This design comes from an exercise in tuning for small area on the open sky130 flow, not from production work.
In this exercise RTL edits were held to simulation tests only and were not proved equivalent to the original.
No activity file was given, so power comes from the tool's default toggle rates.

--- flow/config.mk ---
export PLATFORM = sky130hd
export DESIGN_NAME = top_module1
export DESIGN_NICKNAME = top_module1
export VERILOG_FILES = /design/flow/design.v
export SDC_FILE = /design/flow/constraint.sdc
export NUM_CORES = 4
export LEC_CHECK = 0
export CAP_MARGIN = 20
export CORE_MARGIN = 2
export CORE_UTILIZATION = 40
export SLEW_MARGIN = 20
--- flow/constraint.sdc ---
create_clock -name core_clock -period 20.0 [get_ports {clk_i}]
set_input_delay 4.0000 -clock core_clock [delete_from_list [all_inputs] [get_ports {clk_i}]]
set_output_delay 4.0000 -clock core_clock [all_outputs]
set_load 0.01 [all_outputs]
--- flow/design.v ---
`timescale 1ns / 1ps
module top_module1(clk_i, rst, h_sync, v_sync, red_o, green_o, blue_o, x_in, y_in, ps2clk, ps2data, ld1);
input clk_i;
input rst;
input x_in;
input y_in;
output h_sync;
output v_sync;
output [3:0] red_o;
output [3:0] green_o;
output [3:0] blue_o;
input ps2clk;
input ps2data;
output ld1;
function [6:0] xpred;
    input [5:0] d;
    case (d)
        6'd0: xpred = 7'd16;
        6'd1: xpred = 7'd16;
        6'd2: xpred = 7'd16;
        6'd3: xpred = 7'd16;
        6'd4: xpred = 7'd16;
        6'd5: xpred = 7'd16;
        6'd6: xpred = 7'd16;
        6'd7: xpred = 7'd8;
        6'd8: xpred = 7'd8;
        6'd9: xpred = 7'd8;
        6'd10: xpred = 7'd8;
        6'd11: xpred = 7'd8;
        6'd12: xpred = 7'd8;
        6'd13: xpred = 7'd12;
        6'd14: xpred = 7'd12;
        6'd15: xpred = 7'd12;
        6'd16: xpred = 7'd12;
        6'd17: xpred = 7'd12;
        6'd18: xpred = 7'd12;
        6'd19: xpred = 7'd4;
        6'd20: xpred = 7'd4;
        6'd21: xpred = 7'd4;
        6'd22: xpred = 7'd4;
        6'd23: xpred = 7'd4;
        6'd24: xpred = 7'd68;
        6'd25: xpred = 7'd0;
        6'd26: xpred = 7'd0;
        6'd27: xpred = 7'd0;
        6'd28: xpred = 7'd0;
        6'd29: xpred = 7'd0;
        6'd30: xpred = 7'd0;
        6'd31: xpred = 7'd0;
        6'd32: xpred = 7'd0;
        6'd33: xpred = 7'd0;
        6'd34: xpred = 7'd0;
        6'd35: xpred = 7'd0;
        6'd36: xpred = 7'd0;
        6'd37: xpred = 7'd0;
        6'd38: xpred = 7'd0;
        6'd39: xpred = 7'd0;
        6'd40: xpred = 7'd34;
        6'd41: xpred = 7'd2;
        6'd42: xpred = 7'd2;
        6'd43: xpred = 7'd2;
        6'd44: xpred = 7'd2;
        6'd45: xpred = 7'd2;
        6'd46: xpred = 7'd3;
        6'd47: xpred = 7'd3;
        6'd48: xpred = 7'd3;
        6'd49: xpred = 7'd3;
        6'd50: xpred = 7'd3;
        6'd51: xpred = 7'd3;
        6'd52: xpred = 7'd1;
        6'd53: xpred = 7'd1;
        6'd54: xpred = 7'd1;
        6'd55: xpred = 7'd1;
        6'd56: xpred = 7'd1;
        6'd57: xpred = 7'd1;
        6'd58: xpred = 7'd16;
        6'd59: xpred = 7'd16;
        6'd60: xpred = 7'd16;
        6'd61: xpred = 7'd16;
        6'd62: xpred = 7'd16;
        6'd63: xpred = 7'd16;
    endcase
endfunction
function [6:0] ypred;
    input [6:0] d;
    case (d)
        7'd0: ypred = 7'd16;
        7'd1: ypred = 7'd16;
        7'd2: ypred = 7'd16;
        7'd3: ypred = 7'd16;
        7'd4: ypred = 7'd16;
        7'd5: ypred = 7'd16;
        7'd6: ypred = 7'd16;
        7'd7: ypred = 7'd16;
        7'd8: ypred = 7'd16;
        7'd9: ypred = 7'd4;
        7'd10: ypred = 7'd4;
        7'd11: ypred = 7'd4;
        7'd12: ypred = 7'd4;
        7'd13: ypred = 7'd4;
        7'd14: ypred = 7'd4;
        7'd15: ypred = 7'd4;
        7'd16: ypred = 7'd4;
        7'd17: ypred = 7'd12;
        7'd18: ypred = 7'd12;
        7'd19: ypred = 7'd12;
        7'd20: ypred = 7'd12;
        7'd21: ypred = 7'd12;
        7'd22: ypred = 7'd12;
        7'd23: ypred = 7'd12;
        7'd24: ypred = 7'd12;
        7'd25: ypred = 7'd8;
        7'd26: ypred = 7'd8;
        7'd27: ypred = 7'd8;
        7'd28: ypred = 7'd8;
        7'd29: ypred = 7'd8;
        7'd30: ypred = 7'd8;
        7'd31: ypred = 7'd8;
        7'd32: ypred = 7'd72;
        7'd33: ypred = 7'd0;
        7'd34: ypred = 7'd0;
        7'd35: ypred = 7'd0;
        7'd36: ypred = 7'd0;
        7'd37: ypred = 7'd0;
        7'd38: ypred = 7'd0;
        7'd39: ypred = 7'd0;
        7'd40: ypred = 7'd0;
        7'd41: ypred = 7'd0;
        7'd42: ypred = 7'd0;
        7'd43: ypred = 7'd0;
        7'd44: ypred = 7'd0;
        7'd45: ypred = 7'd0;
        7'd46: ypred = 7'd0;
        7'd47: ypred = 7'd0;
        7'd48: ypred = 7'd0;
        7'd49: ypred = 7'd0;
        7'd50: ypred = 7'd0;
        7'd51: ypred = 7'd0;
        7'd52: ypred = 7'd0;
        7'd53: ypred = 7'd0;
        7'd54: ypred = 7'd0;
        7'd55: ypred = 7'd0;
        7'd56: ypred = 7'd0;
        7'd57: ypred = 7'd0;
        7'd58: ypred = 7'd0;
        7'd59: ypred = 7'd0;
        7'd60: ypred = 7'd0;
        7'd61: ypred = 7'd0;
        7'd62: ypred = 7'd0;
        7'd63: ypred = 7'd0;
        7'd64: ypred = 7'd0;
        7'd65: ypred = 7'd0;
        7'd66: ypred = 7'd0;
        7'd67: ypred = 7'd0;
        7'd68: ypred = 7'd0;
        7'd69: ypred = 7'd0;
        7'd70: ypred = 7'd0;
        7'd71: ypred = 7'd0;
        7'd72: ypred = 7'd0;
        7'd73: ypred = 7'd0;
        7'd74: ypred = 7'd0;
        7'd75: ypred = 7'd0;
        7'd76: ypred = 7'd0;
        7'd77: ypred = 7'd0;
        7'd78: ypred = 7'd0;
        7'd79: ypred = 7'd0;
        7'd80: ypred = 7'd0;
        7'd81: ypred = 7'd0;
        7'd82: ypred = 7'd0;
        7'd83: ypred = 7'd0;
        7'd84: ypred = 7'd0;
        7'd85: ypred = 7'd0;
        7'd86: ypred = 7'd0;
        7'd87: ypred = 7'd0;
        7'd88: ypred = 7'd0;
        7'd89: ypred = 7'd0;
        7'd90: ypred = 7'd0;
        7'd91: ypred = 7'd0;
        7'd92: ypred = 7'd0;
        7'd93: ypred = 7'd0;
        7'd94: ypred = 7'd0;
        7'd95: ypred = 7'd0;
        7'd96: ypred = 7'd33;
        7'd97: ypred = 7'd1;
        7'd98: ypred = 7'd1;
        7'd99: ypred = 7'd1;
        7'd100: ypred = 7'd1;
        7'd101: ypred = 7'd1;
        7'd102: ypred = 7'd1;
        7'd103: ypred = 7'd1;
        7'd104: ypred = 7'd3;
        7'd105: ypred = 7'd3;
        7'd106: ypred = 7'd3;
        7'd107: ypred = 7'd3;
        7'd108: ypred = 7'd3;
        7'd109: ypred = 7'd3;
        7'd110: ypred = 7'd3;
        7'd111: ypred = 7'd3;
        7'd112: ypred = 7'd2;
        7'd113: ypred = 7'd2;
        7'd114: ypred = 7'd2;
        7'd115: ypred = 7'd2;
        7'd116: ypred = 7'd2;
        7'd117: ypred = 7'd2;
        7'd118: ypred = 7'd2;
        7'd119: ypred = 7'd2;
        7'd120: ypred = 7'd16;
        7'd121: ypred = 7'd16;
        7'd122: ypred = 7'd16;
        7'd123: ypred = 7'd16;
        7'd124: ypred = 7'd16;
        7'd125: ypred = 7'd16;
        7'd126: ypred = 7'd16;
        7'd127: ypred = 7'd16;
    endcase
endfunction
function [4:0] pad_w;
    input [5:0] d;
    case (d)
        6'd0: pad_w = 5'd15;
        6'd1: pad_w = 5'd15;
        6'd2: pad_w = 5'd15;
        6'd3: pad_w = 5'd15;
        6'd4: pad_w = 5'd15;
        6'd5: pad_w = 5'd15;
        6'd6: pad_w = 5'd15;
        6'd7: pad_w = 5'd15;
        6'd8: pad_w = 5'd14;
        6'd9: pad_w = 5'd14;
        6'd10: pad_w = 5'd13;
        6'd11: pad_w = 5'd13;
        6'd12: pad_w = 5'd13;
        6'd13: pad_w = 5'd12;
        6'd14: pad_w = 5'd11;
        6'd15: pad_w = 5'd10;
        6'd16: pad_w = 5'd10;
        6'd17: pad_w = 5'd8;
        6'd18: pad_w = 5'd7;
        6'd19: pad_w = 5'd5;
        6'd20: pad_w = 5'd0;
        6'd21: pad_w = 5'd0;
        6'd22: pad_w = 5'd0;
        6'd23: pad_w = 5'd0;
        6'd24: pad_w = 5'd0;
        6'd25: pad_w = 5'd0;
        6'd26: pad_w = 5'd0;
        6'd27: pad_w = 5'd0;
        6'd28: pad_w = 5'd0;
        6'd29: pad_w = 5'd0;
        6'd30: pad_w = 5'd0;
        6'd31: pad_w = 5'd0;
        6'd32: pad_w = 5'd0;
        6'd33: pad_w = 5'd0;
        6'd34: pad_w = 5'd0;
        6'd35: pad_w = 5'd0;
        6'd36: pad_w = 5'd0;
        6'd37: pad_w = 5'd0;
        6'd38: pad_w = 5'd0;
        6'd39: pad_w = 5'd0;
        6'd40: pad_w = 5'd0;
        6'd41: pad_w = 5'd0;
        6'd42: pad_w = 5'd0;
        6'd43: pad_w = 5'd0;
        6'd44: pad_w = 5'd0;
        6'd45: pad_w = 5'd5;
        6'd46: pad_w = 5'd7;
        6'd47: pad_w = 5'd8;
        6'd48: pad_w = 5'd10;
        6'd49: pad_w = 5'd10;
        6'd50: pad_w = 5'd11;
        6'd51: pad_w = 5'd12;
        6'd52: pad_w = 5'd13;
        6'd53: pad_w = 5'd13;
        6'd54: pad_w = 5'd13;
        6'd55: pad_w = 5'd14;
        6'd56: pad_w = 5'd14;
        6'd57: pad_w = 5'd15;
        6'd58: pad_w = 5'd15;
        6'd59: pad_w = 5'd15;
        6'd60: pad_w = 5'd15;
        6'd61: pad_w = 5'd15;
        6'd62: pad_w = 5'd15;
        6'd63: pad_w = 5'd15;
    endcase
endfunction
function [3:0] puck_w;
    input [4:0] d;
    case (d)
        5'd0: puck_w = 4'd9;
        5'd1: puck_w = 4'd9;
        5'd2: puck_w = 4'd9;
        5'd3: puck_w = 4'd9;
        5'd4: puck_w = 4'd9;
        5'd5: puck_w = 4'd9;
        5'd6: puck_w = 4'd8;
        5'd7: puck_w = 4'd8;
        5'd8: puck_w = 4'd7;
        5'd9: puck_w = 4'd6;
        5'd10: puck_w = 4'd5;
        5'd11: puck_w = 4'd4;
        5'd12: puck_w = 4'd0;
        5'd13: puck_w = 4'd0;
        5'd14: puck_w = 4'd0;
        5'd15: puck_w = 4'd0;
        5'd16: puck_w = 4'd0;
        5'd17: puck_w = 4'd0;
        5'd18: puck_w = 4'd0;
        5'd19: puck_w = 4'd0;
        5'd20: puck_w = 4'd0;
        5'd21: puck_w = 4'd4;
        5'd22: puck_w = 4'd5;
        5'd23: puck_w = 4'd6;
        5'd24: puck_w = 4'd7;
        5'd25: puck_w = 4'd8;
        5'd26: puck_w = 4'd8;
        5'd27: puck_w = 4'd9;
        5'd28: puck_w = 4'd9;
        5'd29: puck_w = 4'd9;
        5'd30: puck_w = 4'd9;
        5'd31: puck_w = 4'd9;
    endcase
endfunction
function [4:0] arc_w;
    input [5:0] d;
    case (d)
        6'd0: arc_w = 5'd18;
        6'd1: arc_w = 5'd18;
        6'd2: arc_w = 5'd18;
        6'd3: arc_w = 5'd18;
        6'd4: arc_w = 5'd18;
        6'd5: arc_w = 5'd18;
        6'd6: arc_w = 5'd18;
        6'd7: arc_w = 5'd18;
        6'd8: arc_w = 5'd17;
        6'd9: arc_w = 5'd17;
        6'd10: arc_w = 5'd17;
        6'd11: arc_w = 5'd16;
        6'd12: arc_w = 5'd16;
        6'd13: arc_w = 5'd16;
        6'd14: arc_w = 5'd15;
        6'd15: arc_w = 5'd15;
        6'd16: arc_w = 5'd14;
        6'd17: arc_w = 5'd13;
        6'd18: arc_w = 5'd12;
        6'd19: arc_w = 5'd11;
        6'd20: arc_w = 5'd10;
        6'd21: arc_w = 5'd9;
        6'd22: arc_w = 5'd8;
        6'd23: arc_w = 5'd6;
        6'd24: arc_w = 5'd0;
        6'd25: arc_w = 5'd0;
        6'd26: arc_w = 5'd0;
        6'd27: arc_w = 5'd0;
        6'd28: arc_w = 5'd0;
        6'd29: arc_w = 5'd0;
        6'd30: arc_w = 5'd0;
        6'd31: arc_w = 5'd0;
        6'd32: arc_w = 5'd0;
        6'd33: arc_w = 5'd0;
        6'd34: arc_w = 5'd0;
        6'd35: arc_w = 5'd0;
        6'd36: arc_w = 5'd0;
        6'd37: arc_w = 5'd0;
        6'd38: arc_w = 5'd0;
        6'd39: arc_w = 5'd0;
        6'd40: arc_w = 5'd0;
        6'd41: arc_w = 5'd6;
        6'd42: arc_w = 5'd8;
        6'd43: arc_w = 5'd9;
        6'd44: arc_w = 5'd10;
        6'd45: arc_w = 5'd11;
        6'd46: arc_w = 5'd12;
        6'd47: arc_w = 5'd13;
        6'd48: arc_w = 5'd14;
        6'd49: arc_w = 5'd15;
        6'd50: arc_w = 5'd15;
        6'd51: arc_w = 5'd16;
        6'd52: arc_w = 5'd16;
        6'd53: arc_w = 5'd16;
        6'd54: arc_w = 5'd17;
        6'd55: arc_w = 5'd17;
        6'd56: arc_w = 5'd17;
        6'd57: arc_w = 5'd18;
        6'd58: arc_w = 5'd18;
        6'd59: arc_w = 5'd18;
        6'd60: arc_w = 5'd18;
        6'd61: arc_w = 5'd18;
        6'd62: arc_w = 5'd18;
        6'd63: arc_w = 5'd18;
    endcase
endfunction
function [11:0] rsub;
    input [11:0] a;
    input [11:0] b;
    reg br;
    integer k;
    begin
        br = 1'b0;
        for (k = 0; k < 12; k = k + 1) begin
            rsub[k] = a[k] ^ b[k] ^ br;
            br = (~a[k] & b[k]) | (~(a[k] ^ b[k]) & br);
        end
    end
endfunction
function ult;
    input [11:0] a;
    input [11:0] b;
    reg br;
    integer k;
    begin
        br = 1'b0;
        for (k = 0; k < 12; k = k + 1)
            br = (~a[k] & b[k]) | (~(a[k] ^ b[k]) & br);
        ult = br;
    end
endfunction
function [11:0] radd;
    input [11:0] a;
    input [11:0] b;
    reg c;
    integer k;
    begin
        c = 1'b0;
        for (k = 0; k < 12; k = k + 1) begin
            radd[k] = a[k] ^ b[k] ^ c;
            c = (a[k] & b[k]) | ((a[k] ^ b[k]) & c);
        end
    end
endfunction
reg [2:0] ph;
wire ce = (ph[1:0] == 2'b01);
wire gtick = (ph == 3'd1);
reg [9:0] hc;    
reg [9:0] vc;    
reg trig;
wire h_end = hc[9] & hc[8] & hc[5];         
wire v_end = vc[9] & vc[3] & vc[2];         
always @(posedge clk_i)
    if (rst) ph <= 3'd0;
    else ph <= ph + 3'd1;
always @(posedge clk_i)
    if (rst) begin
        hc <= 10'd0;
        trig <= 1'b0;
    end else if (ce) begin
        hc <= h_end ? 10'd0 : hc + 10'd1;
        trig <= h_end;
    end
always @(posedge clk_i)
    if (rst) vc <= 10'd0;
    else if (ce && trig) vc <= v_end ? 10'd0 : vc + 10'd1;
assign h_sync = ult(hc, 656) || !ult(hc, 752);
assign v_sync = ult(vc, 490) || !ult(vc, 492);
reg read;
reg [11:0] count_reading;
reg prev_clk;
reg scan_err;
reg [10:0] scan_code;
reg trig_arr;
reg [3:0] kcount;
reg [3:0] code_id;
reg [3:0] key_id;
function [3:0] key_of;
    input [7:0] c;
    case (c)
        8'h75: key_of = 4'b0100;
        8'h72: key_of = 4'b0101;
        8'h6B: key_of = 4'b0110;
        8'h74: key_of = 4'b0111;
        8'h1D: key_of = 4'b1000;
        8'h1B: key_of = 4'b1001;
        8'h1C: key_of = 4'b1010;
        8'h23: key_of = 4'b1011;
        8'h5A: key_of = 4'b1100;
        8'h29: key_of = 4'b1101;
        default: key_of = 4'b0000;
    endcase
endfunction
always @(posedge clk_i)
    if (ce) count_reading <= read ? count_reading + 12'd1 : 12'd0;
always @(posedge clk_i)
    if (ce && ps2clk != prev_clk && !ps2clk) scan_code <= {ps2data, scan_code[10:1]};
always @(posedge clk_i)
    if (ce) begin
        if (ps2clk != prev_clk) begin
            if (!ps2clk) scan_err <= 1'b0;
        end else if (kcount == 4'd11)
            scan_err <= !scan_code[10] || scan_code[0] || !(^scan_code[9:1]);
    end
always @(posedge clk_i)
    if (rst) begin
        read <= 1'b0;
        kcount <= 4'd0;
        trig_arr <= 1'b0;
        prev_clk <= 1'b1;
    end else if (ce) begin
        if (ps2clk != prev_clk) begin
            if (!ps2clk) begin
                read <= 1'b1;
                kcount <= kcount + 4'd1;
            end
        end else if (kcount == 4'd11) begin
            kcount <= 4'd0;
            read <= 1'b0;
            trig_arr <= 1'b1;
        end else begin
            trig_arr <= 1'b0;
            if (ult(kcount, 11) && !ult(count_reading, 4000)) begin
                kcount <= 4'd0;
                read <= 1'b0;
            end
        end
        prev_clk <= ps2clk;
    end
always @(posedge clk_i)
    if (rst) begin
        code_id <= 4'd0;
        key_id <= 4'd0;
    end else if (ce) begin
        code_id <= (trig_arr && !scan_err) ? key_of(scan_code[8:1]) : 4'd0;
        key_id <= code_id;
    end
wire k_dn_pad = (key_id[3:2] == 2'b01);
wire k_up_pad = (key_id[3:2] == 2'b10);
wire k_up    = (key_id == 4'b0100);
wire enter   = (key_id == 4'b1100);
wire space   = (key_id == 4'b1101);
assign ld1 = k_up;
reg [2:0] score_1;
reg [2:0] score_2;
reg [23:0] cm;
reg w1, v1, x_mov, y_mov;
reg [10:0] pc_x;
reg [10:0] pc_y;
reg [8:0] upc_x;     
reg [7:0] upc_y;     
reg [8:0] dpc_x;     
reg [7:0] dpy;       
reg start, game_on, pause, p1, p2;
reg seg_v;           
reg [2:0] seg_s1;    
reg [2:0] seg_s2;
wire [8:0] dpc_y = {1'b1, dpy};
wire xy = x_in & y_in;
wire [9:0] px = hc;
wire [9:0] py = vc;
wire [11:0] cux = rsub({1'b0, pc_x}, {3'b0, upc_x});
wire [11:0] cuy = rsub({1'b0, pc_y}, {4'b0, upc_y});
wire [11:0] cdx = rsub({1'b0, pc_x}, {3'b0, dpc_x});
wire [11:0] cdy = rsub({1'b0, pc_y}, {3'b0, dpc_y});
function [7:0] coll;
    input [11:0] dx;
    input [11:0] dy;
    reg [6:0] xp, yp;
    reg near;
    begin
        near = ((dx[11:5] == 7'h00) || (dx[11:5] == 7'h7f)) &&
               ((dy[11:6] == 6'h00) || (dy[11:6] == 6'h3f));
        xp = near ? xpred(dx[5:0]) : 7'd0;
        yp = ypred(dy[6:0]);
        coll[0] = (xp[0] & yp[0]) | (xp[1] & yp[1]);
        coll[1] = (xp[2] & yp[2]) | (xp[3] & yp[3]);
        coll[2] = (xp[2] & yp[1]) | (xp[3] & yp[0]);
        coll[3] = (xp[0] & yp[3]) | (xp[1] & yp[2]);
        coll[4] = xp[4] & yp[5];
        coll[5] = xp[4] & yp[6];
        coll[6] = yp[4] & xp[5];
        coll[7] = yp[4] & xp[6];
    end
endfunction
wire [7:0] cu = coll(cux, cuy);
wire [7:0] cd = coll(cdx, cdy);
function in_row;
    input [5:0] r;
    input [5:0] dy;      
    reg [5:0] m;
    begin
        m = dy[5] ? ~dy : dy;    
        in_row = dy[5] ? ult(m + 6'd1, r) : ult(m, r);
    end
endfunction
wire [10:0] pk_x = xy ? pc_x : 11'd320;
wire [10:0] pk_y = xy ? pc_y : 11'd240;
wire [8:0] ux = xy ? upc_x : 9'd320;
wire [7:0] uy = xy ? upc_y : 8'd100;
wire [8:0] dx_ = xy ? dpc_x : 9'd320;
wire [7:0] dyl = xy ? dpy : 8'd124;
wire [11:0] ppx = rsub({2'b0, px}, {1'b0, pk_x});
wire [11:0] ppy = rsub({2'b0, py}, {1'b0, pk_y});
wire ppx_near = ((ppx[11:4] == 8'h00) || (ppx[11:4] == 8'hff)) && !ult(pk_x, 9);
wire ppy_near = ((ppy[11:4] == 8'h00) || (ppy[11:4] == 8'hff)) && !ult(pk_y, 12);
wire [4:0] ppx_a = ppx[4] ? 5'd0 - ppx[4:0] : ppx[4:0];
wire puck_on = ppx_near && ppy_near && ult(ppx_a, puck_w(ppy[4:0]));
wire [11:0] upx_f = rsub({2'b0, px}, {3'b0, ux});
wire [10:0] upx = upx_f[10:0];
wire [11:0] upy_f = rsub({2'b0, py}, {4'b0, uy});
wire [9:0] upy = upy_f[9:0];
wire upx_near = (upx[10:4] == 7'h00) || (upx[10:4] == 7'h7f);
wire upy_near = (upy[9:5] == 5'h00) || (upy[9:5] == 5'h1f);
wire [4:0] upx_a = upx[4] ? 5'd0 - upx[4:0] : upx[4:0];
wire up_on = upx_near && upy_near && ult(upx_a, pad_w(upy[5:0]));
wire [11:0] dpx_f = rsub({2'b0, px}, {3'b0, dx_});
wire [10:0] dpx = dpx_f[10:0];
wire [11:0] dpy_f = rsub({2'b0, py}, {3'b001, dyl});
wire [9:0] dpy_d = dpy_f[9:0];
wire dpx_near = (dpx[10:4] == 7'h00) || (dpx[10:4] == 7'h7f);
wire dpy_near = (dpy_d[9:5] == 5'h00) || (dpy_d[9:5] == 5'h1f);
wire [4:0] dpx_a = dpx[4] ? 5'd0 - dpx[4:0] : dpx[4:0];
wire dn_on = dpx_near && dpy_near && ult(dpx_a, pad_w(dpy_d[5:0]));
wire [11:0] px320 = {2'b0, px} - 12'd320;
wire arc_rb = !ult(py, 407) && ult(py, 454);
wire arc_rt = !ult(py, 27) && ult(py, 74);
wire [5:0] arc_dy = arc_rb ? py[5:0] - 6'd46 : py[5:0] - 6'd50;
wire [4:0] arc_ax = px[5] ? 5'd0 - px[4:0] : px[4:0];     
wire arc_on = (arc_rb | arc_rt) && !ult(px, 303) && ult(px, 338) && ult(arc_ax, arc_w(arc_dy));
wire side = ult(px, 161) || !ult(px, 480) || ult(py, 21) || !ult(py, 460);
wire sg = start & game_on;
wire s7 = (score_1 == 3'd7) || (score_2 == 3'd7);
wire step = sg & gtick & ~space & ~pause & ((|cm[23:5]) | (&cm[4:0]));
wire move = step & x_mov & y_mov;
wire gx = ult(pc_x, 342) && (!ult(pc_x, 299) || ult(pc_x, 9));
wire goal_b = move && (pc_y == 11'd448) && gx;
wire goal_t = move && (pc_y == 11'd32) && gx && !goal_b;
wire init_puck = !xy && !side && puck_on;
wire init_up = !xy && up_on;
wire init_dn = !xy && dn_on;
wire cg = sg & gtick;    
wire [7:0] ccu = cg ? cu : 8'd0;
wire [7:0] ccd = cg ? cd : 8'd0;
wire cxd = ccd[7] | ccd[6] | ccd[3] | ccd[2] | ccd[1] | ccd[0];
wire cxu = ccu[7] | ccu[6] | ccu[3] | ccu[2] | ccu[1] | ccu[0];
wire cx = cxd | cxu;
wire cx_pos = cxd ? (ccd[7] | (~ccd[6] & ~ccd[3] & (ccd[2] | ccd[1])))
                  : (ccu[7] | (~ccu[6] & ~ccu[3] & (ccu[2] | ccu[1])));
wire cyd = |ccd[5:0];
wire cyu = |ccu[5:0];
wire cy = cyd | cyu;
wire cy_pos = cyd ? (ccd[5] | (~ccd[4] & ~ccd[3] & ~ccd[2] & ccd[1]))
                  : (ccu[5] | (~ccu[4] & ~ccu[3] & ~ccu[2] & ccu[1]));
wire wall_l = !ult(pc_x, 9) && ult(pc_x, 169);
wire wall_r = ult(471, pc_x);
wire wall_t = !ult(pc_y, 12) && ult(pc_y, 32);
wire wall_b = ult(448, pc_y);
wire w_m = (move & wall_l) ? 1'b0 : (move & wall_r) ? 1'b1 : w1;
wire v_m = (move & wall_t) ? 1'b1 : (move & wall_b) ? 1'b0 : v1;
reg nw1, nv1;
always @* begin
    nw1 = w_m;
    if (ccu[0]) nw1 = 1'b1;
    if (ccu[1]) nw1 = 1'b0;
    if (ccu[2]) nw1 = 1'b0;
    if (ccu[3]) nw1 = 1'b1;
    if (ccu[6]) nw1 = ~w1;
    if (ccu[7]) nw1 = ~w1;
    if (ccd[0]) nw1 = 1'b1;
    if (ccd[1]) nw1 = 1'b0;
    if (ccd[2]) nw1 = 1'b0;
    if (ccd[3]) nw1 = 1'b1;
    if (ccd[6]) nw1 = ~w1;
    if (ccd[7]) nw1 = ~w1;
    nv1 = v_m;
    if (ccu[0]) nv1 = 1'b0;
    if (ccu[1]) nv1 = 1'b1;
    if (ccu[2]) nv1 = 1'b0;
    if (ccu[3]) nv1 = 1'b1;
    if (ccu[4]) nv1 = ~v1;
    if (ccu[5]) nv1 = ~v1;
    if (ccd[0]) nv1 = 1'b0;
    if (ccd[1]) nv1 = 1'b1;
    if (ccd[2]) nv1 = 1'b0;
    if (ccd[3]) nv1 = 1'b1;
    if (ccd[4]) nv1 = ~v1;
    if (ccd[5]) nv1 = ~v1;
end
wire idle = ~x_mov & ~y_mov;
wire goal = goal_b | goal_t;
wire nxm = ~goal & (x_mov | (idle & ((|ccu[3:0]) | (|ccd[3:0]) | ccd[6] | ccd[7])));
wire nym = ~goal & (y_mov | (idle & ((|ccu[3:0]) | (|ccd[3:0]) | ccd[4] | ccd[5])));
wire xc = init_puck | (~cx & ((enter & ~game_on) | goal | (cg & s7 & ~move)));
wire yc = init_puck | (~cy & (goal | (cg & s7 & ~move)));
wire [10:0] ycv = init_puck ? 11'd240 : goal_b ? 11'd280 : goal_t ? 11'd200 : 11'd240;
wire [2:0] xd = cx ? (cx_pos ? 3'b010 : 3'b110) : move ? (w1 ? 3'b111 : 3'b001) : 3'b000;
wire [2:0] yd = cy ? (cy_pos ? 3'b010 : 3'b110) : move ? (v1 ? 3'b001 : 3'b111) : 3'b000;
wire [11:0] pc_x_sum = radd({1'b0, pc_x}, {{9{xd[2]}}, xd});
wire [10:0] pc_x_add = pc_x_sum[10:0];
wire [11:0] pc_y_sum = radd({1'b0, pc_y}, {{9{yd[2]}}, yd});
wire [10:0] pc_y_add = pc_y_sum[10:0];
wire pad_rst = (enter & ~game_on) | goal_b | goal_t;
wire mv = sg & (key_id[3:2] != 2'b00) & (key_id[3:2] != 2'b11);
wire kdir = key_id[0];           
wire khor = key_id[1];
wire [8:0] pad_sel = k_up_pad ? (khor ? upc_x : {1'b0, upc_y}) : (khor ? dpc_x : {1'b0, dpy});
wire [11:0] pad_sum = radd({3'b0, pad_sel}, {{11{~kdir}}, 1'b1});
wire [8:0] pad_nxt = pad_sum[8:0];
wire upc_x_mv = mv & k_up_pad & khor & (kdir ? ult(upc_x, 465) : ult(175, upc_x));
wire upc_y_mv = mv & k_up_pad & ~khor & (kdir ? ult(upc_y, 220) : ult(40, upc_y));
wire dpc_x_mv = mv & k_dn_pad & khor & (kdir ? ult(dpc_x, 465) : ult(175, dpc_x));
wire dpy_mv = mv & k_dn_pad & ~khor & (kdir ? ult(dpy, 184) : ult(4, dpy));
always @(posedge clk_i)
    if (rst) begin
        p1 <= 1'b0;
        p2 <= 1'b0;
        game_on <= 1'b0;
        pause <= 1'b0;
        score_1 <= 3'd0;
        score_2 <= 3'd0;
        cm <= 24'd0;
        w1 <= 1'b0;
        v1 <= 1'b0;
        pc_x <= 11'd320;
        pc_y <= 11'd240;
        upc_x <= 9'd320;
        upc_y <= 8'd100;
        dpc_x <= 9'd320;
        dpy <= 8'd124;
        start <= 1'b0;
        x_mov <= 1'b0;
        y_mov <= 1'b0;
        seg_v <= 1'b0;
    end else begin
        if (enter && ~start) start <= 1'b1;
        if (enter && ~game_on) begin
            start <= 1'b0;
            game_on <= 1'b1;
        end
        if (cg) begin
            if (s7) begin
                game_on <= 1'b0;
                if (score_1 == 3'd7) p1 <= 1'b1;
                else p2 <= 1'b1;
            end
            if (space) pause <= ~pause;
            seg_v <= 1'b1;
        end
        if (step) cm <= 24'd0;
        else if (cg) cm <= cm + 24'd1;
        if ((enter && ~game_on) || (!xy && !side)) begin
            score_1 <= 3'd0;
            score_2 <= 3'd0;
        end else begin
            if (goal_b) score_2 <= score_2 + 3'd1;
            if (goal_t) score_1 <= score_1 + 3'd1;
        end
        w1 <= nw1;
        v1 <= nv1;
        x_mov <= nxm;
        y_mov <= nym;
        pc_x <= xc ? 11'd320 : pc_x_add;
        pc_y <= yc ? ycv : pc_y_add;
        if (pad_rst || init_up) begin
            upc_x <= 9'd320;
            upc_y <= 8'd100;
        end else begin
            if (upc_x_mv) upc_x <= pad_nxt;
            if (upc_y_mv) upc_y <= pad_nxt[7:0];
        end
        if (pad_rst || init_dn) begin
            dpc_x <= 9'd320;
            dpy <= 8'd124;
        end else begin
            if (dpc_x_mv) dpc_x <= pad_nxt;
            if (dpy_mv) dpy <= pad_nxt[7:0];
        end
    end
function [6:0] segs;
    input [2:0] s;
    case (s)
        3'd0: segs = 7'b1110111;
        3'd1: segs = 7'b0100100;
        3'd2: segs = 7'b1011101;
        3'd3: segs = 7'b1101101;
        3'd4: segs = 7'b0101110;
        3'd5: segs = 7'b1101011;
        3'd6: segs = 7'b1111011;
        default: segs = 7'b0100101;
    endcase
endfunction
always @(posedge clk_i)
    if (cg) begin
        seg_s1 <= score_1;
        seg_s2 <= score_2;
    end
wire [6:0] sa = seg_v ? segs(seg_s1) : 7'd0;
wire [6:0] sb = seg_v ? segs(seg_s2) : 7'd0;
function in_box;
    input [9:0] v;
    input [9:0] lo;
    input [9:0] hi;
    in_box = !ult(v, lo) && !ult(hi, v);
endfunction
reg seg_hit, seg_lit;
always @* begin
    seg_hit = 1'b0;
    seg_lit = 1'b0;
    if (in_box(px, 50, 110) && in_box(py, 120, 140)) begin seg_hit = 1'b1; seg_lit = sa[0]; end
    if (in_box(px, 50, 110) && in_box(py, 230, 250)) begin seg_hit = 1'b1; seg_lit = sa[3]; end
    if (in_box(px, 50, 110) && in_box(py, 340, 360)) begin seg_hit = 1'b1; seg_lit = sa[6]; end
    if (in_box(px, 25, 45) && in_box(py, 145, 225)) begin seg_hit = 1'b1; seg_lit = sa[1]; end
    if (in_box(px, 25, 45) && in_box(py, 255, 335)) begin seg_hit = 1'b1; seg_lit = sa[4]; end
    if (in_box(px, 115, 135) && in_box(py, 145, 225)) begin seg_hit = 1'b1; seg_lit = sa[2]; end
    if (in_box(px, 115, 135) && in_box(py, 255, 335)) begin seg_hit = 1'b1; seg_lit = sa[5]; end
    if (in_box(px, 530, 590) && in_box(py, 120, 140)) begin seg_hit = 1'b1; seg_lit = sb[0]; end
    if (in_box(px, 530, 590) && in_box(py, 230, 250)) begin seg_hit = 1'b1; seg_lit = sb[3]; end
    if (in_box(px, 530, 590) && in_box(py, 340, 360)) begin seg_hit = 1'b1; seg_lit = sb[6]; end
    if (in_box(px, 505, 525) && in_box(py, 145, 225)) begin seg_hit = 1'b1; seg_lit = sb[1]; end
    if (in_box(px, 505, 525) && in_box(py, 255, 335)) begin seg_hit = 1'b1; seg_lit = sb[4]; end
    if (in_box(px, 595, 615) && in_box(py, 145, 225)) begin seg_hit = 1'b1; seg_lit = sb[2]; end
    if (in_box(px, 595, 615) && in_box(py, 255, 335)) begin seg_hit = 1'b1; seg_lit = sb[5]; end
end
reg txt;
always @* begin
    txt = 1'b0;
    if (~start) begin
        if (in_box(px, 281, 291) && in_box(py, 226, 227)) txt = 1'b1;
        if (in_box(px, 279, 280) && in_box(py, 228, 238)) txt = 1'b1;
        if (in_box(px, 281, 291) && in_box(py, 239, 240)) txt = 1'b1;
        if (in_box(px, 292, 293) && in_box(py, 241, 251)) txt = 1'b1;
        if (in_box(px, 281, 291) && in_box(py, 252, 253)) txt = 1'b1;
        if (in_box(px, 293, 307) && in_box(py, 226, 227)) txt = 1'b1;
        if (in_box(px, 300, 301) && in_box(py, 226, 253)) txt = 1'b1;
        if (in_box(px, 312, 322) && in_box(py, 226, 227)) txt = 1'b1;
        if (in_box(px, 310, 311) && in_box(py, 228, 238)) txt = 1'b1;
        if (in_box(px, 310, 311) && in_box(py, 241, 251)) txt = 1'b1;
        if (in_box(px, 312, 322) && in_box(py, 239, 240)) txt = 1'b1;
        if (in_box(px, 323, 324) && in_box(py, 228, 238)) txt = 1'b1;
        if (in_box(px, 323, 324) && in_box(py, 241, 251)) txt = 1'b1;
        if (in_box(px, 329, 339) && in_box(py, 226, 227)) txt = 1'b1;
        if (in_box(px, 327, 328) && in_box(py, 228, 238)) txt = 1'b1;
        if (in_box(px, 327, 328) && in_box(py, 241, 251)) txt = 1'b1;
        if (in_box(px, 329, 339) && in_box(py, 239, 240)) txt = 1'b1;
        if (in_box(px, 340, 341) && in_box(py, 228, 238)) txt = 1'b1;
        if (in_box(px, 337, 338) && in_box(py, 241, 251)) txt = 1'b1;
        if (in_box(px, 344, 358) && in_box(py, 226, 227)) txt = 1'b1;
        if (in_box(px, 351, 352) && in_box(py, 226, 253)) txt = 1'b1;
    end else if (pause) begin
        if (in_box(px, 281, 291) && in_box(py, 226, 227)) txt = 1'b1;
        if (in_box(px, 279, 280) && in_box(py, 228, 238)) txt = 1'b1;
        if (in_box(px, 281, 291) && in_box(py, 239, 240)) txt = 1'b1;
        if (in_box(px, 279, 280) && in_box(py, 241, 251)) txt = 1'b1;
        if (in_box(px, 292, 293) && in_box(py, 228, 238)) txt = 1'b1;
        if (in_box(px, 298, 308) && in_box(py, 226, 227)) txt = 1'b1;
        if (in_box(px, 296, 297) && in_box(py, 228, 238)) txt = 1'b1;
        if (in_box(px, 298, 308) && in_box(py, 239, 240)) txt = 1'b1;
        if (in_box(px, 296, 297) && in_box(py, 241, 251)) txt = 1'b1;
        if (in_box(px, 309, 310) && in_box(py, 228, 238)) txt = 1'b1;
        if (in_box(px, 309, 310) && in_box(py, 241, 251)) txt = 1'b1;
        if (in_box(px, 315, 325) && in_box(py, 252, 253)) txt = 1'b1;
        if (in_box(px, 313, 314) && in_box(py, 228, 238)) txt = 1'b1;
        if (in_box(px, 313, 314) && in_box(py, 241, 251)) txt = 1'b1;
        if (in_box(px, 326, 327) && in_box(py, 228, 238)) txt = 1'b1;
        if (in_box(px, 326, 327) && in_box(py, 241, 251)) txt = 1'b1;
        if (in_box(px, 332, 342) && in_box(py, 226, 227)) txt = 1'b1;
        if (in_box(px, 330, 331) && in_box(py, 228, 238)) txt = 1'b1;
        if (in_box(px, 332, 342) && in_box(py, 239, 240)) txt = 1'b1;
        if (in_box(px, 332, 342) && in_box(py, 252, 253)) txt = 1'b1;
        if (in_box(px, 343, 344) && in_box(py, 241, 251)) txt = 1'b1;
        if (in_box(px, 349, 359) && in_box(py, 226, 227)) txt = 1'b1;
        if (in_box(px, 347, 348) && in_box(py, 228, 238)) txt = 1'b1;
        if (in_box(px, 349, 359) && in_box(py, 239, 240)) txt = 1'b1;
        if (in_box(px, 349, 359) && in_box(py, 252, 253)) txt = 1'b1;
        if (in_box(px, 347, 348) && in_box(py, 241, 251)) txt = 1'b1;
    end else if (~game_on) begin
        if (in_box(px, 281, 291) && in_box(py, 226, 227)) txt = 1'b1;
        if (in_box(px, 279, 280) && in_box(py, 228, 238)) txt = 1'b1;
        if (in_box(px, 281, 291) && in_box(py, 239, 240)) txt = 1'b1;
        if (in_box(px, 279, 280) && in_box(py, 241, 251)) txt = 1'b1;
        if (in_box(px, 292, 293) && in_box(py, 228, 238)) txt = 1'b1;
        if (p1) begin
            if (in_box(px, 298, 308) && in_box(py, 226, 227)) txt = 1'b1;
            if (in_box(px, 309, 310) && in_box(py, 228, 238)) txt = 1'b1;
            if (in_box(px, 298, 308) && in_box(py, 239, 240)) txt = 1'b1;
            if (in_box(px, 298, 308) && in_box(py, 252, 253)) txt = 1'b1;
            if (in_box(px, 296, 297) && in_box(py, 241, 251)) txt = 1'b1;
        end else if (p2) begin
            if (in_box(px, 309, 310) && in_box(py, 228, 238)) txt = 1'b1;
            if (in_box(px, 309, 310) && in_box(py, 241, 251)) txt = 1'b1;
        end
        if (in_box(px, 315, 325) && in_box(py, 252, 253)) txt = 1'b1;
        if (in_box(px, 313, 314) && in_box(py, 228, 238)) txt = 1'b1;
        if (in_box(px, 313, 314) && in_box(py, 241, 251)) txt = 1'b1;
        if (in_box(px, 326, 327) && in_box(py, 228, 238)) txt = 1'b1;
        if (in_box(px, 326, 327) && in_box(py, 241, 251)) txt = 1'b1;
        if (in_box(px, 328, 338) && in_box(py, 252, 253)) txt = 1'b1;
        if (in_box(px, 339, 340) && in_box(py, 228, 238)) txt = 1'b1;
        if (in_box(px, 339, 340) && in_box(py, 241, 251)) txt = 1'b1;
        if (in_box(px, 345, 355) && in_box(py, 226, 227)) txt = 1'b1;
        if (in_box(px, 345, 355) && in_box(py, 252, 253)) txt = 1'b1;
        if (in_box(px, 343, 344) && in_box(py, 228, 238)) txt = 1'b1;
        if (in_box(px, 343, 344) && in_box(py, 241, 251)) txt = 1'b1;
        if (in_box(px, 356, 357) && in_box(py, 228, 238)) txt = 1'b1;
        if (in_box(px, 356, 357) && in_box(py, 241, 251)) txt = 1'b1;
        if (in_box(px, 362, 372) && in_box(py, 226, 227)) txt = 1'b1;
        if (in_box(px, 360, 361) && in_box(py, 228, 238)) txt = 1'b1;
        if (in_box(px, 360, 361) && in_box(py, 241, 251)) txt = 1'b1;
        if (in_box(px, 373, 374) && in_box(py, 228, 238)) txt = 1'b1;
        if (in_box(px, 373, 374) && in_box(py, 241, 251)) txt = 1'b1;
    end
end
wire banner = ~(start & ~pause & game_on);
wire gray = banner && ult(223, py) && ult(py, 257);
reg r_f, r_n, g_f, g_n, b_f, b_n;
reg nr_f, nr_n, ng_f, ng_n, nb_f, nb_n;
always @* begin
    if (side) begin
        nr_f = seg_hit & seg_lit;
        nr_n = seg_hit;
        ng_f = 1'b0; ng_n = 1'b0;
        nb_f = 1'b0; nb_n = 1'b0;
    end else begin
        nr_f = 1'b0; ng_f = 1'b0; nb_f = 1'b1;
        if (ult(290, px) && ult(px, 350) && (ult(py, 50) || ult(430, py))) begin
            nr_f = 1'b1; ng_f = 1'b1; nb_f = 1'b1;
        end
        if ((py == 10'd239) || (py == 10'd240)) begin
            nr_f = 1'b0; ng_f = 1'b0; nb_f = 1'b0;
        end
        if (arc_on) begin
            nr_f = 1'b1; ng_f = 1'b1; nb_f = 1'b1;
        end
        if (puck_on) begin
            nr_f = 1'b1; ng_f = 1'b0; nb_f = 1'b0;
        end
        if (up_on || dn_on) begin
            nr_f = 1'b1; ng_f = 1'b1; nb_f = 1'b0;
        end
        nr_n = nr_f; ng_n = ng_f; nb_n = nb_f;
        if (gray) begin
            nr_f = 1'b0; ng_f = 1'b0; nb_f = 1'b0;
            nr_n = 1'b1; ng_n = 1'b1; nb_n = 1'b1;
        end
        if (txt) begin
            nr_f = 1'b1; ng_f = 1'b0; nb_f = 1'b0;
            nr_n = 1'b1; ng_n = 1'b0; nb_n = 1'b0;
        end
    end
end
always @(posedge clk_i)
    if (rst) begin
        r_f <= 1'b0; r_n <= 1'b0;
        g_f <= 1'b0; g_n <= 1'b0;
        b_f <= 1'b0; b_n <= 1'b0;
    end else begin
        r_f <= nr_f; r_n <= nr_n;
        g_f <= ng_f; g_n <= ng_n;
        b_f <= nb_f; b_n <= nb_n;
    end
assign red_o = {r_f, r_f, r_n, r_f};
assign green_o = {g_f, g_f, g_n, g_f};
assign blue_o = {b_f, b_f, b_n, b_f};
endmodule
--- flow/run.sh ---
#!/bin/bash
# synth_recipe.tcl (not shown) runs the flow's synth.tcl, then flattens the netlist and writes it again
# the make line also repeats each setting of config.mk as NAME=value (left out here)
make -C /OpenROAD-flow-scripts/flow DESIGN_CONFIG=/design/flow/config.mk WORK_HOME=/design/flow/orfs CLKGATE_MAP_FILE= SYNTH_SCRIPT=/design/flow/synth_recipe.tcl finish
==> flow_summary_export.csv <==
group,metric,value,unit
floorplan,core_region_area,38920,µm²
timing,final_min_period_over_clock_period,51.11,%
synthesis,post_synthesis_cell_count,1934,
timing,tns,0,ns
clocking,clk_transition_reported_paths,0.07,ns
synthesis,synthDistinctLibCells,89,
place,number_of_buffer_cells_added_on_primary_ports,20,
clocking,tritoncts,"yes",
routing,detail_route.wl_per_cell,19.74,µm
final_layout,number_of_diodes,0,
floorplan,die_height,203.1,µm
place,postPlaceCellArea,16430,µm²
synthesis,synthXorXnorAreaFrac,3.867,%
floorplan,dieWidth,203.1,µm
place,pre_cts_ws,9.343,ns
power,vdd_drop_max,0.05551,mV
job,count_of_maximum_capacitance_violations,0,
synthesis,synth_mux_area_share,2.991,%
clocking,cts_post_setup_buffers_inserted,0,
min_path,timing.hold.worst.class,"reg -> reg",
routing,drc_errors,0,
synthesis,synth-edff-count,30,
timing,hold_viol,0,
floorplan,placement_rows,72,
critical_path,reg2regPathDepth,32,
critical_path,cpMaxStageDelayCell,"sky130_fd_sc_hd__a221oi_1",
power,design_power_total,0.7437,mW
clocking,clk_latency,0.47,ns
routing,number_of_nets_with_antenna_violations_after_detailed_routing,0,
synthesis,syn_area_per_cell,8.198,µm²
final_layout,post_route_cells_drive_above_1_share,4.705,%
critical_path,criticalPathCategory,"in -> reg",
timing,timing.max_slew.rel_slack,24.71,%
synthesis,main_combinational_cell_family_by_area_after_synthesis,"simple AND/OR/NAND/NOR gates",
synthesis,ffs_latches_synth,171,
clocking,clock_sink_count,171,
synthesis,post_synth_and_or_nand_nor_area_fraction,23.54,%
synthesis,synthesis.yosys.warnings,1,
grt,grt_overflow,0,
clocking,post_cts_resize_count,0,
synthesis,netlist_area,15860,µm²
grt,groute.usage.overall,23.64,%
place,finalWeightedCongestion,0.9603,
critical_path,crit_path_end_kind,"flop",
synthesis,synth.yosys.seq_area_share,23.48,%
power,power.static_leakage,6.534,nW
timing,final.hold.worst_slack,0.4465,ns
routing,dr_vias_cell,5.825,
critical_path,timing.critical_path.slowest_cell_delay,0.73,ns
critical_path,cpMostUsedCell,"sky130_fd_sc_hd__fa_1",
final_layout,layout_cells_excl_fill,2431,
synthesis,postSynthNetCount,2153,
routing,detail_route.wirelength,47.98,mm
timing,finalMaxSlewViolations,0,
grt,grt_start_max_net_pins,45,
min_path,timing.hold.worst_endpoint,"ph[0]",
min_path,hold_path_startpoint,"ph[0]",
synthesis,synth-compound-area-share,17.42,%
floorplan,start_util,40.74,%
grt,grt_pass1_wl,76.37,mm
place,place_inst,2399,
critical_path,r2r-start,"pc_x[0]",
routing,route.vias.total,14160,
place,place_hpwl,36.68,mm
timing,setup_violations,0,
final_layout,syn2layout_area_growth,7.489,%
critical_path,critPathBufInv,6,
timing,worst_tran_pin_value,1.126,ns
final_layout,postLayoutCellArea,17040,µm²
clocking,hold_buffers,0,
grt,grt_pass1_vias,13860,
critical_path,worst_setup_path_start_kind,"input pin",
timing,timing.clock.skew,0.01474,ns
floorplan,ios,21,
critical_path,crit_arrival,10.64,ns
critical_path,path_delay_family,"adder cells",
min_path,number_of_instances_on_the_worst_hold_path,1,
final_layout,nets,2119,
synthesis,synth_flop_cell,"sky130_fd_sc_hd__dfxtp_1",
critical_path,reg2reg_slack,10.15,ns
timing,grt_setup_unrepaired,"no",
timing,fmaxAchievable,97.83,MHz
grt,grt_antenna_before_repair,0,
clocking,htree_depth,4,
synthesis,post_synthesis_adder_cell_area_fraction,21.80,%
clocking,cts-buffers-inserted,17,
floorplan,floorplan.die_area,41250,µm²
clocking,clock-root-buffer,"sky130_fd_sc_hd__clkbuf_16",
synthesis,synth_async_sr_flop_share,0,%
final_layout,layout.filler_cells,3899,
critical_path,critPathMaxFanout,11,
timing,final_period_minus_worst_setup_slack,10.22,ns
routing,first_iter_violations,1495,
routing,first_pass_iters,5,
power,powerDensity,43.64,nW/µm²
critical_path,wp_data_required,20.42,ns
critical_path,worstReg2RegEnd,"pc_x[10]",
run_status,run_status,"complete, no violations",
clocking,maximum_root_to_sink_buffer_count,2,
final_layout,utilization,43.79,%
timing,setup_ws,9.779,ns
## logic make-up (layout without fill, tap and decap cells)
logic type                 count (synthesis)  in the layout
adders and majority gates                214            214
buffers and inverters                    269            248
and+or+nand+nor                          754            754
AOI/OAI and AO/OA                        419            419
muxes                                     37             37
DFF                                      171            171
xor gates and xnor gates                  70             70
## cell usage in the layout, fill, tap and decap left out, types with 13 or more instances in the layout
| cell | synthesis | routed |
|---|---|---|
| sky130_fd_sc_hd__dfxtp_1 | 141 | 141 |
| sky130_fd_sc_hd__a31oi_1 | 20 | 20 |
| sky130_fd_sc_hd__edfxtp_1 | 30 | 30 |
| sky130_fd_sc_hd__xor2_1 | 33 | 33 |
| sky130_fd_sc_hd__mux2i_1 | 26 | 26 |
| sky130_fd_sc_hd__nand2b_1 | 19 | 19 |
| sky130_fd_sc_hd__nor4_1 | 21 | 20 |
| sky130_fd_sc_hd__nand3_1 | 68 | 68 |
| sky130_fd_sc_hd__clkdlybuf4s50_1 | 0 | 19 |
| sky130_fd_sc_hd__or3_1 | 21 | 21 |
| sky130_fd_sc_hd__nor2_1 | 214 | 214 |
| sky130_fd_sc_hd__ha_1 | 109 | 109 |
| sky130_fd_sc_hd__and2_1 | 18 | 18 |
| sky130_fd_sc_hd__inv_1 | 174 | 174 |
| sky130_fd_sc_hd__nor3b_1 | 14 | 14 |
| sky130_fd_sc_hd__fa_1 | 104 | 104 |
| sky130_fd_sc_hd__o21ai_0 | 97 | 97 |
| sky130_fd_sc_hd__buf_4 | 12 | 19 |
| sky130_fd_sc_hd__nand4_1 | 16 | 16 |
| sky130_fd_sc_hd__nor2b_1 | 21 | 21 |
| sky130_fd_sc_hd__nor4b_1 | 13 | 13 |
| sky130_fd_sc_hd__and3_1 | 25 | 25 |
| sky130_fd_sc_hd__nand2_1 | 200 | 200 |
| sky130_fd_sc_hd__a211oi_1 | 20 | 20 |
| sky130_fd_sc_hd__clkbuf_16 | 0 | 20 |
| sky130_fd_sc_hd__a21oi_1 | 110 | 110 |
| sky130_fd_sc_hd__nor3_1 | 45 | 45 |
| sky130_fd_sc_hd__xnor2_1 | 37 | 37 |
## Yosys cell counts, drive strengths merged (10+ instances only)
cell type	count	share of area, %
a211oi	20	0.95
a21o	14	0.69
a21oi	110	3.5
a22oi	10	0.47
a31oi	20	0.79
and2	19	0.76
and3	25	0.99
buf	22	0.87
clkbuf	70	1.8
dfxtp	141	18
edfxtp	30	5.7
fa	104	13
ha	109	8.6
inv	174	4.1
mux2i	26	1.6
nand2	200	4.7
nand2b	20	0.84
nand3	68	2.1
nand4	16	0.63
nor2	214	5.1
nor2b	21	0.83
nor3	46	1.5
nor3b	14	0.66
nor4	22	0.91
nor4b	13	0.72
o211ai	11	0.52
o21ai	101	3.2
o31ai	13	0.70
or2	11	0.43
or3	21	0.83
or4	13	0.64
xnor2	37	2.0
xor2	33	1.8
## final cells by class
type	count	area (µm²)	share of cell area, %
clock buffer	21	514.2	3.017
inverter	177	664.4	3.898
clock inverter	11	92.59	0.5433
sequential	171	3724	21.85
tap	518	648.1	3.803
multi-input combinational	1494	11060	64.91
timing repair buffer	39	337.8	1.982
## where the power goes
| part | leakage, nW | internal (mW) | switching, mW |
|---|---|---|---|
| Combinational | 4.81 | 0.0127 | 0.0251 |
| Clock | 0.300 | 0.188 | 0.160 |
| Sequential | 1.42 | 0.354 | 0.00439 |
| Total | 6.53 | 0.555 | 0.189 |
## flip-flops by register name, indices dropped and copies added (netlist names), 8 cells and up
| register | flops |
|---|---|
| dpy | 8 |
| dpc_x | 9 |
| upc_x | 9 |
| vc | 10 |
| hc | 10 |
| pc_x | 11 |
| count_reading | 12 |
| pc_y | 11 |
| cm | 24 |
| upc_y | 8 |
| scan_code | 11 |
## per-layer routing
| layer | wire length [µm] | vias up | track usage, % |
|---|---|---|---|
| met5 | 0 | - | 0 |
| met4 | 1204 | 0 | 7.482 |
| met3 | 3408 | 92 | 4.623 |
| met2 | 21920 | 531 | 38.10 |
| met1 | 21440 | 6826 | 31.93 |
| li1 | - | 6712 | - |
## worst max-delay path by stage
stage,from,endpoint,slack (ns),depth (start not counted)
after floorplan,x_in,pc_x[10],10.86,25
after global placement,x_in,pc_x[6],9.51,26
after detailed placement,x_in,pc_x[6],9.34,26
after CTS,x_in,pc_x[6],9.84,26
after global routing,y_in,pc_x[6],9.32,26
final,x_in,pc_x[6],9.78,26

-- what the ideal ports hide --
No port has a modelled driver above. Below, the same layout with a new extraction and two added sets of constraints. Step 1 assumes that a clkbuf_16 drives the clock port and a buf_2 every other input. Step 2 times the ports against the registers' clock, not the clock port: input delays grow and output delays shrink by t, the midpoint of the rising clock arrivals with the driver on. Three values: no drivers, after step 1, after step 2; two values: the first two.
t, ns: 0.518
setup WS [ns]: 9.779 / 9.788 / 9.270
cell pins on the clock port's net: 1
After both steps this run still meets setup and hold. The setup slack of this run moves by +0.009 ns with the drivers and by -0.509 ns with both steps.
